This is an optimization exercise on Yosys and OpenROAD, whose aim is small area, not a production implementation. Only simulation tests tie the RTL to the original design; equivalence was not proved. Power and IR drop assume default switching activity.

==> job 994 <==
## Full_Connect
module Full_Connect #
(
parameter BITWIDTH = 8,
parameter BITWIDTH_CAL = 24,
parameter NUM_PARA = 8
)
(
input clk,
input rstn,
input ena,
input ena_add,
input [1:0] select,
input [ NUM_PARA*BITWIDTH - 1 : 0 ] in_data,  
input [ NUM_PARA*BITWIDTH - 1 : 0 ] weight,  
input [ NUM_PARA*BITWIDTH - 1 : 0 ] bias,  
output [ NUM_PARA*BITWIDTH - 1 : 0 ] result  
);
reg pv;
always @( posedge clk or negedge rstn ) begin
    if ( !rstn ) pv <= 1'b0;
    else pv <= ena;
end
wire sel0 = ~select[1] & ~select[0];
wire sel1 = select[0];
wire sel2 = select[1];
wire hold_q = select[1] & select[0];
genvar i;
generate
for ( i = 0; i < NUM_PARA; i = i + 1 ) begin : lane
    Fc_Lane u (
        .clk(clk), .rstn(rstn), .ena(ena), .ena_add(ena_add), .pv(pv),
        .sel0(sel0), .sel1(sel1), .sel2(sel2), .hold_q(hold_q),
        .in_data(in_data[i*8 +: 8]), .weight(weight[i*8 +: 8]), .bias(bias[i*8 +: 8]),
        .result(result[i*8 +: 8])
    );
end
endgenerate
endmodule
Settings: LEC_CHECK=0, ABC_AREA=1, CAP_MARGIN=20, CORE_MARGIN=2, CORE_UTILIZATION=70, PLACE_DENSITY=0.8, SETUP_SLACK_MARGIN=0.05, SLEW_MARGIN=20; clock period 6.0 ns.
standard.sh (not shown) runs the stock make flow with config.mk's settings and CLKGATE_MAP_FILE= SYNTH_SCRIPT=/design/flow/synth_recipe.tcl, a recipe that flattens the netlist after the stock synthesis.
==> flow/flow/run.sh <==
#!/bin/bash
# Own flow: the standard synthesis, then a netlist pass that removes
# inverters by choosing the polarity of full adders and of gates that have an
# inverted twin cell (flow/bubble.py), then the standard layout with
# smaller port buffers and a clock tree without dummy loads.
set -euo pipefail
R=orfs/results/sky130hd/Full_Connect/base
LIB=$FLOW_HOME/platforms/sky130hd/lib/sky130_fd_sc_hd__tt_025C_1v80.lib
bash standard.sh synth > synth.log 2>&1
cp $R/1_2_yosys.v $R/1_2_yosys_std.v
python3 flow/bubble.py $R/1_2_yosys_std.v $R/1_2_yosys.v $LIB > bubble.log 2>&1
touch $R/1_2_yosys.v
bash standard.sh finish \
  "BUFFER_PORTS_ARGS=-buffer_cell sky130_fd_sc_hd__buf_1" \
  "CTS_ARGS=-sink_clustering_enable -repair_clock_nets -sink_clustering_size 30 -sink_clustering_max_diameter 80 -buf_list sky130_fd_sc_hd__clkbuf_16 -dont_use_dummy_load" \
  > finish.log 2>&1
Other scripts of this flow, unchanged in this note and not shown: flow/flow/bubble.py
==> inputs of job 344, as changes to job 994 <==
--- a/flow/flow/run.sh
+++ b/flow/flow/run.sh
@@ -13,4 +13,5 @@
 bash standard.sh finish \
   "BUFFER_PORTS_ARGS=-buffer_cell sky130_fd_sc_hd__buf_1" \
-  "CTS_ARGS=-sink_clustering_enable -repair_clock_nets -sink_clustering_size 30 -sink_clustering_max_diameter 80 -buf_list sky130_fd_sc_hd__clkbuf_16 -dont_use_dummy_load" \
+  "CTS_ARGS=-sink_clustering_enable -repair_clock_nets -sink_clustering_size 20 -sink_clustering_max_diameter 60 -buf_list sky130_fd_sc_hd__clkbuf_16 -dont_use_dummy_load" \
+  RECOVER_POWER=100 \
   > finish.log 2>&1
==> summary of the runs <==
Synthesized cell count is the same in job 344 and job 994. Job 994 finished clean. Job 344 finished with max-capacitance violations, max-slew violations left. Utilization: job 994 is lower than job 344 (0.71 points). Sequential share of layout area: job 344 is lower than job 994 (0.27 points). In job 994 the register-to-register slack is worse than in job 344, by 0.09 ns. Of job 994 and job 344, job 344 has the higher count of clock-buffer cells in the layout (gap 38). Of job 994 and job 344, job 344 has the higher total power (gap 3.2%, measured against job 344). Area after synthesis is the same in job 994 and job 344. In combinational power, job 994 and job 344 hardly differ. Die area is the same in job 994 and job 344. In sequential power, job 994 and job 344 hardly differ.

---

==> v29: inputs <==
Starting RTL as in the previous note.
Settings: LEC_CHECK=0, ABC_AREA=1, CAP_MARGIN=20, CORE_MARGIN=2, CORE_UTILIZATION=78, PLACE_DENSITY=0.88, SLEW_MARGIN=20; clock period 6.0 ns.
==> flow/flow/run.sh <==
#!/bin/bash
# Own flow: the standard synthesis, then a netlist pass that removes
# inverters by choosing the polarity of full adders and of gates that have an
# inverted twin cell (flow/bubble.py), then the standard layout with
# smaller port buffers and a clock tree without dummy loads.
set -euo pipefail
R=orfs/results/sky130hd/Full_Connect/base
LIB=$FLOW_HOME/platforms/sky130hd/lib/sky130_fd_sc_hd__tt_025C_1v80.lib
bash standard.sh synth > synth.log 2>&1
cp $R/1_2_yosys.v $R/1_2_yosys_std.v
python3 flow/bubble.py $R/1_2_yosys_std.v $R/1_2_yosys.v $LIB > bubble.log 2>&1
touch $R/1_2_yosys.v
bash standard.sh finish \
  "BUFFER_PORTS_ARGS=-buffer_cell sky130_fd_sc_hd__buf_1" \
  "CTS_ARGS=-sink_clustering_enable -repair_clock_nets -sink_clustering_size 25 -sink_clustering_max_diameter 80 -buf_list sky130_fd_sc_hd__clkbuf_16 -dont_use_dummy_load" \
  > finish.log 2>&1
Other scripts of this flow, unchanged in this note and not shown: flow/flow/bubble.py
==> v18: changes against v29 <==
--- a/flow/flow/run.sh
+++ b/flow/flow/run.sh
@@ -13,4 +13,4 @@
 bash standard.sh finish \
   "BUFFER_PORTS_ARGS=-buffer_cell sky130_fd_sc_hd__buf_1" \
-  "CTS_ARGS=-sink_clustering_enable -repair_clock_nets -sink_clustering_size 25 -sink_clustering_max_diameter 80 -buf_list sky130_fd_sc_hd__clkbuf_16 -dont_use_dummy_load" \
+  "CTS_ARGS=-sink_clustering_enable -repair_clock_nets -sink_clustering_size 20 -sink_clustering_max_diameter 60 -buf_list sky130_fd_sc_hd__clkbuf_16 -dont_use_dummy_load" \
   > finish.log 2>&1
- CORE_UTILIZATION: 78 -> 60
- PLACE_DENSITY: 0.88 -> 0.7
- SETUP_SLACK_MARGIN: unset -> 0.05
==> v9: changes against v29 <==
--- a/flow/flow/run.sh
+++ b/flow/flow/run.sh
@@ -13,4 +13,4 @@
 bash standard.sh finish \
   "BUFFER_PORTS_ARGS=-buffer_cell sky130_fd_sc_hd__buf_1" \
-  "CTS_ARGS=-sink_clustering_enable -repair_clock_nets -sink_clustering_size 25 -sink_clustering_max_diameter 80 -buf_list sky130_fd_sc_hd__clkbuf_16 -dont_use_dummy_load" \
+  "CTS_ARGS=-sink_clustering_enable -repair_clock_nets -sink_clustering_size 20 -sink_clustering_max_diameter 60 -buf_list sky130_fd_sc_hd__clkbuf_16 -dont_use_dummy_load" \
   > finish.log 2>&1
- CORE_UTILIZATION: 78 -> 70
- PLACE_DENSITY: 0.88 -> 0.8
- SETUP_SLACK_MARGIN: unset -> 0.05
==> impl_metrics.csv <==
group,metric,value,unit
critical_path,r2r-end,"lane[0].u.acc[23]",
global_routing,grt_pass1_wl,289600,um
drt,viasPerCell,6.056,
clock_tree,clk_pin_slew,0.10,ns
critical_path,reg2reg_slack,0.26,ns
status,status,"timing/DRC/antenna clean",
layout,area_growth,5.362,%
timing,holdWs,0.4694,ns
power_and_ir_drop,leakage,39.62,nW
layout,nFillCells,5546,
The numbers above come from v29.

==> impl_metrics.csv <==
group,metric,value,unit
status,status,"timing/DRC/antenna clean",
critical_path,r2r-end,"lane[7].u.acc[23]",
layout,nFillCells,9836,
layout,area_growth,7.924,%
critical_path,reg2reg_slack,0.34,ns
timing,holdWs,0.4514,ns
global_routing,grt_pass1_wl,284600,um
drt,viasPerCell,5.455,
power_and_ir_drop,leakage,40.31,nW
The numbers above come from v18.

==> impl_metrics.csv <==
group,metric,value,unit
timing,holdWs,0.4503,ns
clock_tree,clk_pin_slew,0.08,ns
layout,nFillCells,7245,
power_and_ir_drop,leakage,40.20,nW
status,status,"timing/DRC/antenna clean",
critical_path,r2r-end,"lane[6].u.acc[22]",
critical_path,reg2reg_slack,0.33,ns
drt,viasPerCell,5.714,
layout,area_growth,7.305,%
The numbers above come from v9.

[static timing again, ports no longer ideal]
The flow's constraints put no driver on any port. The routed layouts listed below were extracted and timed again, unchanged, in two steps. Step 1 sets driving cells, clkbuf_16 on the clock port and buf_2 on the other inputs (assumed; they add their load-dependent delay and slew). Step 2 moves the port delays by t, midway between the first and last clock arrival at a register: inputs arrive t later, outputs are due t later. That takes back most of the time a late clock gives input paths. a / b / c = ideal / step 1 / step 2; a / b = the first two.
run | t (ns) | setup slack, ns | hold WS [ns]
job 994 | 0.748 | 0.239 / 0.239 / -0.044 | 0.437 / 0.437 / 0.437
job 344 | 0.727 | 0.328 / 0.328 / -0.328 | 0.440 / 0.440 / 0.440
v29 | 0.726 | 0.260 / 0.260 / -0.127 | 0.469 / 0.469 / 0.469
v18 | 0.756 | 0.336 / 0.336 / -0.078 | 0.451 / 0.451 / 0.451
v9 | 0.730 | 0.330 / 0.330 / -0.014 | 0.450 / 0.450 / 0.450
For job 344, which loses most, drivers alone change the setup slack by 0.000 ns; drivers and shift together by -0.656 ns.
